This is an optimization exercise on Yosys and OpenROAD, whose aim is small area, a short achievable clock period and few clock cycles, not a production implementation.
Function was checked by simulation only, so behaviour that the tests miss may differ from the original.
No activity file was given, so power comes from the tool's default toggle rates.

Setup of north:
Design CHIP, start of the top module:
module CHIP(clk,
            rst_n,
            mem_wen_D,
            mem_addr_D,
            mem_wdata_D,
            mem_rdata_D,
            mem_addr_I,
            mem_rdata_I);
Size in the first run: about 1400 flip-flops, roughly 160 I/O pins, ~0.080 mm^2 of cells after synthesis.
Settings: LEC_CHECK=0, CAP_MARGIN=20, CORE_MARGIN=2, CORE_UTILIZATION=30, CTS_CLUSTER_DIAMETER=60, CTS_CLUSTER_SIZE=25, SETUP_SLACK_MARGIN=1.0, SLEW_MARGIN=20; clock period 12.0 ns.
standard.sh (not shown) runs the stock make flow with config.mk's settings and CLKGATE_MAP_FILE= SYNTH_SCRIPT=/design/flow/synth_recipe.tcl, a recipe that flattens the netlist after the stock synthesis.
==> flow/flow/run.sh <==
#!/bin/bash
set -euo pipefail
bash standard.sh SETUP_SLACK_MARGIN=8 "BUFFER_PORTS_ARGS=-buffer_cell sky130_fd_sc_hd__buf_4" finish > standard_make.log 2>&1
Testbench counts of north, summed over its fixed seeds: cycles 24,538.
Modified inputs, south compared to north
--- a/flow/design.v
+++ b/flow/design.v
@@ -176,93 +176,92 @@
         subE  <= dSubAll;
         selAddE <= dAdd;
         selAndE <= dAnd;
         selOrE  <= dOr;
         selXorE <= dXor;
         selSltE <= dSlt;
         selSllE <= dSll;
         selSrlE <= dSrl;
         opAE  <= (isAUIPC | isJAL) ? pcD : rs1f;
-        opBE  <= (isOP | isBR) ? rs2f :
-                 isJAL   ? 32'd4 :
-                 isSTORE ? immS :
-                 isAUIPC ? immU : immI;
+        opBE  <= {32{dSubAll}} ^ ((isOP | isBR) ? rs2f :
+                                  isJAL   ? 32'd4 :
+                                  isSTORE ? immS :
+                                  isAUIPC ? immU : immI);
         sdE   <= isBR ? tgtD : isMD ? pcD : rs2f;
     end
     wire [31:0] A  = opAE;
-    wire [31:0] B  = opBE;
-    wire [31:0] Bx = subE ? ~B : B;       
+    wire [31:0] Bx = opBE;                
+    wire [31:0] B  = ~Bx;                 
     wire [31:0] SD = sdE;
     wire [32:0] addOut = {1'b0, A} + {1'b0, Bx} + {32'd0, subE};
     assign aluSum = addOut[31:0];
     wire   geu    = addOut[32];           
-    wire   eqE    = (A == B);             
+    wire   eqE    = &(A ^ Bx);            
     assign takenE = eqE | (brGE & ~aluSum[31]) | (brLT & aluSum[31]);
     wire [31:0] Arev, shr, shl;
     genvar k;
     generate
         for (k = 0; k < 32; k = k + 1) begin : rev
             assign Arev[k] = A[31-k];
             assign shl[k]  = shr[31-k];
         end
     endgenerate
     wire [31:0] shIn = selSllE ? Arev : A;
-    assign shr = shIn >> B[4:0];
+    assign shr = shIn >> Bx[4:0];
     wire        aZero = (A == 32'd0);
-    wire        bZero = (B == 32'd0);
+    wire        bZero = (Bx == 32'hFFFFFFFF);    
     wire        mdQuick = divE ? (bZero | ~geu) : (aZero | bZero);
     assign      mdReplay = mdE & ~mdQuick & mdBusy;
     wire        mdStart = vEff & mdE & ~mdQuick & ~mdBusy;
     wire        mdSwap = ((A[31:8] == 24'd0) & (B[31:8] != 24'd0)) |
                          ((A[31:16] == 16'd0) & (B[31:16] != 16'd0)) |
                          ((A[31:24] == 8'd0) & (B[31:24] != 8'd0));
     wire        mdSel = mdE;
     assign      resE = inject ? mdRes :
                        mdSel  ? {32{divE & bZero}} :
                        ({32{selAddE}} & aluSum)
-                     | ({32{selAndE}} & (A & B))
-                     | ({32{selOrE }} & (A | B))
-                     | ({32{selXorE}} & (A ^ B))
+                     | ({32{selAndE}} & (A & Bx))
+                     | ({32{selOrE }} & (A | Bx))
+                     | ({32{selXorE}} & (A ^ Bx))
                      | ({32{selSltE}} & {31'd0, ~geu})
                      | ({32{selSllE}} & shl)
                      | ({32{selSrlE}} & shr);
     muldiv md0(
         .clk(clk), .rst_n(rst_n),
         .start(mdStart), .div(divE), .swap(mdSwap), .rd(rdE), .wen(wenE),
         .a(A), .b(B), .ack(inject),
         .busy(mdBusy), .done(mdDone), .rdOut(mdRd), .wenOut(mdWen), .res(mdRes));
     always @(posedge clk or negedge rst_n) begin
         if (!rst_n) begin
             wenM   <= 1'b0;
             loadM  <= 1'b0;
             storeM <= 1'b0;
-            resM   <= 32'd0;
         end
         else begin
             wenM   <= (inject & mdWen) | (wenE & ~killE & ~(mdE & ~mdQuick));
             loadM  <= loadE & ~killE;
             storeM <= storeE & ~killE;
-            resM   <= resE;
         end
     end
     always @(posedge clk) begin
         rdM  <= inject ? mdRd : rdE;
+        resM <= resE;
         sdM  <= SD;
     end
 endmodule
 module regfile(clk, rst_n, we, wa, wd, ra1, ra2, q1, q2, x1);
     input         clk, rst_n, we;
     input  [ 4:0] wa, ra1, ra2;
     input  [31:0] wd;
     output [31:0] q1, q2;
     output [31:0] x1;           
     reg [31:0] r [1:31];
-    wire [31:0] wd0 = wd;                                          
+    wire [31:0] wd0 = wd & {32{rst_n}};                            
     wire [31:0] wd2 = rst_n ? wd : 32'hBFFFFFF0;                    
     wire [31:0] wd3 = rst_n ? wd : 32'h10008000;                    
     integer i;
     always @(posedge clk) begin
         for (i = 1; i < 32; i = i + 1)
             if (!rst_n || (we && wa == i))
                 r[i] <= (i == 2) ? wd2 : (i == 3) ? wd3 : wd0;
     end
     wire [31:0] rr [0:31];
## What came out
south completed; timing, DRC and antenna clean
Diff north -> south | post-route worst hold slack | decrease of 0.063 ns
Comparing north and south, the higher quantity of gates resized following cts was measured on south.
Cell count: south lower than north
A end point of the critical path of opBE[13] is what south shows, while opBE[2] belongs to north.
Post-synthesis cell type count shrinks by a few percent when moving from north to south.
From north to south the numbers moved as follows: count of boundary I/O pins held steady, met2 demand-to-capacity share in global routing lost 0.42 points, via count of the routed design now larger, count of inserted antenna diode cells -9.
There was hardly any difference in post-layout worst setup margin between south and north.
north has a lower area of all placed cells without fillers than south.
Required time at the endpoint of the critical path for south: 0.09 ns up relative to north
south against north: post-CTS setup buffer count +37, area taken by flip-flops and latches -150 um^2, proportion of register bits with asynchronous set or reset after synthesis -2.2 points.
Testbench counts of south, summed over its fixed seeds: cycles 24,538.

CHIP, a different RTL version from the one above (not shown whole).
Size in the first run: about 7600 cells after synthesis, roughly 1500 flip-flops.
// CHIP
module CHIP(clk,
            rst_n,
            mem_wen_D,
            mem_addr_D,
            mem_wdata_D,
            mem_rdata_D,
            mem_addr_I,
            mem_rdata_I);
==> module regfile, before the edit <==
module regfile(clk, rst_n, we, wa, wd, ra1, ra2, q1, q2);
    input         clk, rst_n, we;
    input  [ 4:0] wa, ra1, ra2;
    input  [31:0] wd;
    output [31:0] q1, q2;
    reg [31:0] r [0:31];
    reg [31:1] rv;
    integer i;
    always @(posedge clk) begin
        for (i = 1; i < 32; i = i + 1)
            if (we && wa == i) r[i] <= wd;
    end
    always @(posedge clk or negedge rst_n) begin
        if (!rst_n) rv <= 31'd0;
        else if (we && wa != 5'd0) rv[wa] <= 1'b1;
    end
    wire [31:0] rvx = {rv, 1'b0};
    wire [31:0] raw1 = r[ra1];
    wire [31:0] raw2 = r[ra2];
    wire [31:0] init1 = (ra1 == 5'd2) ? 32'hBFFFFFF0 : (ra1 == 5'd3) ? 32'h10008000 : 32'd0;
    wire [31:0] init2 = (ra2 == 5'd2) ? 32'hBFFFFFF0 : (ra2 == 5'd3) ? 32'h10008000 : 32'd0;
    assign q1 = rvx[ra1] ? raw1 : init1;
    assign q2 = rvx[ra2] ? raw2 : init2;
endmodule
==> module muldiv, before the edit <==
module muldiv(clk, rst_n, start, div, swap, rd, wen, a, b, ack, busy, done, rdOut, wenOut, res);
    input         clk, rst_n;
    input         start, div, swap, wen, ack;
    input  [ 4:0] rd;
    input  [31:0] a, b;
    output        busy, done;
    output [ 4:0] rdOut;
    output        wenOut;
    output [31:0] res;
    localparam IDLE = 3'd0, MUL = 3'd1, NORM = 3'd2, DIV = 3'd3, DONE = 3'd4;
    reg  [ 2:0] st;
    reg  [31:0] x;       
    reg  [31:0] y;       
    reg  [32:0] p;       
    reg  [31:0] c;       
    reg  [ 4:0] cnt;
    reg  [ 4:0] rdq;
    reg         wenq, isDiv;
    assign busy   = (st != IDLE);
    assign done   = (st == DONE);
    assign rdOut  = rdq;
    assign wenOut = wenq;
    assign res    = isDiv ? c : (p[31:0] + c);
    wire [31:0] pp0 = y[0] ? x : 32'd0;
    wire [31:0] pp1 = y[1] ? {x[30:0], 1'b0} : 32'd0;
    wire [31:0] s1 = p[31:0] ^ c ^ pp0;
    wire [31:0] c1 = {(p[30:0] & c[30:0]) | (p[30:0] & pp0[30:0]) | (c[30:0] & pp0[30:0]), 1'b0};
    wire [31:0] s2 = s1 ^ c1 ^ pp1;
    wire [31:0] c2 = {(s1[30:0] & c1[30:0]) | (s1[30:0] & pp1[30:0]) | (c1[30:0] & pp1[30:0]), 1'b0};
    wire [31:0] pp2 = y[2] ? {x[29:0], 2'b0} : 32'd0;
    wire [31:0] s3 = s2 ^ c2 ^ pp2;
    wire [31:0] c3 = {(s2[30:0] & c2[30:0]) | (s2[30:0] & pp2[30:0]) | (c2[30:0] & pp2[30:0]), 1'b0};
    wire [31:0] xNext = {x[28:0], 3'b000};
    wire [31:0] yNext = {3'b000, y[31:3]};
    wire        mulLast = (yNext == 32'd0) | (xNext == 32'd0);
    wire [32:0] xOp = {33{~p[32]}} ^ {1'b0, x};           
    wire [33:0] difC = {p, 1'b1} + {xOp, ~p[32]};         
    wire [32:0] dif = difC[33:1];
    wire        qbit = ~dif[32];
    wire [31:0] qNext = {c[30:0], qbit};
    wire        divLast = (cnt == 5'd0);
    wire [31:0] sm;
    assign sm[31] = p[31];    
    genvar g;
    generate
        for (g = 30; g >= 0; g = g - 1) begin : smear
            assign sm[g] = sm[g+1] | p[g];
        end
    endgenerate
    wire can1 = ~x[31] & ((({x[30:0], 1'b0}) & ~sm) == 32'd0);
    wire can4 = (x[31:28] == 4'd0) & ((({x[27:0], 4'b0}) & ~sm) == 32'd0);
    always @(posedge clk or negedge rst_n) begin
        if (!rst_n) st <= IDLE;
        else begin
            case (st)
                IDLE: if (start) st <= div ? NORM : MUL;
                MUL:  if (mulLast) st <= DONE;
                NORM: if (!can1 && divLast) st <= DONE;
                      else if (!can1) st <= DIV;
                DIV:  if (divLast) st <= DONE;
                DONE: if (ack) st <= IDLE;
                default: st <= IDLE;
            endcase
        end
    end
    always @(posedge clk) begin
        case (st)
            IDLE: begin
                cnt <= 5'd0;
                rdq <= rd;
                wenq <= wen;
                isDiv <= div;
                c <= 32'd0;
                if (div) begin
                    p <= {1'b0, a};
                    x <= b;
                    y <= b;
                end
                else begin
                    p <= 33'd0;
                    x <= swap ? b : a;
                    y <= swap ? a : b;
                end
            end
            MUL: begin
                p <= {1'b0, s3};
                c <= c3;
                x <= xNext;
                y <= yNext;
            end
            NORM, DIV: begin
                if (st == NORM && can4) begin
                    x <= {x[27:0], 4'b0};
                    cnt <= cnt + 5'd4;
                end
                else if (st == NORM && can1) begin
                    x <= {x[30:0], 1'b0};
                    cnt <= cnt + 5'd1;
                end
                else begin
                    p <= dif;
                    c <= qNext;
                    x <= {1'b0, x[31:1]};
                    cnt <= cnt - 5'd1;
                end
                y <= yNext;      
            end
            default: begin
                x <= xNext;      
                y <= yNext;
            end
        endcase
    end
endmodule
export LEC_CHECK = 0
export CAP_MARGIN = 20
export CORE_MARGIN = 2
export CORE_UTILIZATION = 30
export SETUP_SLACK_MARGIN = 1.0
export SLEW_MARGIN = 20
create_clock -name core_clock -period 12.0 [get_ports {clk}]
Scripts as last shown in full above: flow/flow/run.sh
Testbench counts at the start, summed over its fixed seeds: cycles 25,056.
Change:
--- a/flow/design.v
+++ b/flow/design.v
@@ -246,30 +246,32 @@
 endmodule
 module regfile(clk, rst_n, we, wa, wd, ra1, ra2, q1, q2);
     input         clk, rst_n, we;
     input  [ 4:0] wa, ra1, ra2;
     input  [31:0] wd;
     output [31:0] q1, q2;
-    reg [31:0] r [0:31];
-    reg [31:1] rv;
+    reg [31:0] r [1:31];
+    wire [31:0] wd0 = wd & {32{rst_n}};                            
+    wire [31:0] wd2 = rst_n ? wd : 32'hBFFFFFF0;                    
+    wire [31:0] wd3 = rst_n ? wd : 32'h10008000;                    
     integer i;
     always @(posedge clk) begin
         for (i = 1; i < 32; i = i + 1)
-            if (we && wa == i) r[i] <= wd;
+            if (!rst_n || (we && wa == i))
+                r[i] <= (i == 2) ? wd2 : (i == 3) ? wd3 : wd0;
     end
-    always @(posedge clk or negedge rst_n) begin
-        if (!rst_n) rv <= 31'd0;
-        else if (we && wa != 5'd0) rv[wa] <= 1'b1;
-    end
-    wire [31:0] rvx = {rv, 1'b0};
-    wire [31:0] raw1 = r[ra1];
-    wire [31:0] raw2 = r[ra2];
-    wire [31:0] init1 = (ra1 == 5'd2) ? 32'hBFFFFFF0 : (ra1 == 5'd3) ? 32'h10008000 : 32'd0;
-    wire [31:0] init2 = (ra2 == 5'd2) ? 32'hBFFFFFF0 : (ra2 == 5'd3) ? 32'h10008000 : 32'd0;
-    assign q1 = rvx[ra1] ? raw1 : init1;
-    assign q2 = rvx[ra2] ? raw2 : init2;
+    wire [31:0] rr [0:31];
+    assign rr[0] = 32'd0;
+    genvar k;
+    generate
+        for (k = 1; k < 32; k = k + 1) begin : rdp
+            assign rr[k] = r[k];
+        end
+    endgenerate
+    assign q1 = rr[ra1];
+    assign q2 = rr[ra2];
 endmodule
 module muldiv(clk, rst_n, start, div, swap, rd, wen, a, b, ack, busy, done, rdOut, wenOut, res);
     input         clk, rst_n;
     input         start, div, swap, wen, ack;
     input  [ 4:0] rd;
     input  [31:0] a, b;
@@ -294,17 +296,14 @@
     wire [31:0] pp0 = y[0] ? x : 32'd0;
     wire [31:0] pp1 = y[1] ? {x[30:0], 1'b0} : 32'd0;
     wire [31:0] s1 = p[31:0] ^ c ^ pp0;
     wire [31:0] c1 = {(p[30:0] & c[30:0]) | (p[30:0] & pp0[30:0]) | (c[30:0] & pp0[30:0]), 1'b0};
     wire [31:0] s2 = s1 ^ c1 ^ pp1;
     wire [31:0] c2 = {(s1[30:0] & c1[30:0]) | (s1[30:0] & pp1[30:0]) | (c1[30:0] & pp1[30:0]), 1'b0};
-    wire [31:0] pp2 = y[2] ? {x[29:0], 2'b0} : 32'd0;
-    wire [31:0] s3 = s2 ^ c2 ^ pp2;
-    wire [31:0] c3 = {(s2[30:0] & c2[30:0]) | (s2[30:0] & pp2[30:0]) | (c2[30:0] & pp2[30:0]), 1'b0};
-    wire [31:0] xNext = {x[28:0], 3'b000};
-    wire [31:0] yNext = {3'b000, y[31:3]};
+    wire [31:0] xNext = {x[29:0], 2'b00};
+    wire [31:0] yNext = {2'b00, y[31:2]};
     wire        mulLast = (yNext == 32'd0) | (xNext == 32'd0);
     wire [32:0] xOp = {33{~p[32]}} ^ {1'b0, x};           
     wire [33:0] difC = {p, 1'b1} + {xOp, ~p[32]};         
     wire [32:0] dif = difC[33:1];
     wire        qbit = ~dif[32];
     wire [31:0] qNext = {c[30:0], qbit};
@@ -350,14 +349,14 @@
                     p <= 33'd0;
                     x <= swap ? b : a;
                     y <= swap ? a : b;
                 end
             end
             MUL: begin
-                p <= {1'b0, s3};
-                c <= c3;
+                p <= {1'b0, s2};
+                c <= c2;
                 x <= xNext;
                 y <= yNext;
             end
             NORM, DIV: begin
                 if (st == NORM && can4) begin
                     x <= {x[27:0], 4'b0};
Final area drops by 5.2%; combinational power came out higher by 8.0%; synthesized area decreases by 6.2%; via count is lower by 7.1%; final cell count drops by 6.5%; worst setup slack got worse by 0.032 ns; clock power fell by about 3%; global-route usage grows by 0.28 points.
Testbench counts after the change, summed over its fixed seeds: cycles 25,547.

port drivers added, routing unchanged:
The results above use ideal ports. As a check the final layouts listed here were re-extracted and re-timed, cells and wires unchanged. Step 1 (the two cells are an assumption about what drives the block):
set clk [get_ports {clk}]
set_driving_cell -lib_cell sky130_fd_sc_hd__clkbuf_16 $clk
set_driving_cell -lib_cell sky130_fd_sc_hd__buf_2 [delete_from_list [all_inputs] $clk]
Step 2 times the ports against the registers' clock, not the clock port: input delays grow and output delays shrink by t, the midpoint of the rising clock arrivals with the driver on. Three values: ideal ports, drivers, drivers and shift; two values: the first two.
run | shift t [ns] | setup WS [ns] | pins driven straight from the clock port
north | 0.885 | 7.723 / 7.723 / 7.187 | 1
south | 0.899 | 7.720 / 7.720 / 6.912 | 1
the first run of note 2 | 0.919 | 7.819 / 7.819 / 7.192 | 1
the second run of note 2 | 0.929 | 7.788 / 7.788 / 6.939 | 1
After both steps every run listed still meets setup and hold. For the second run of note 2, which loses most, drivers alone change the setup slack by 0.000 ns; drivers and shift together by -0.849 ns.
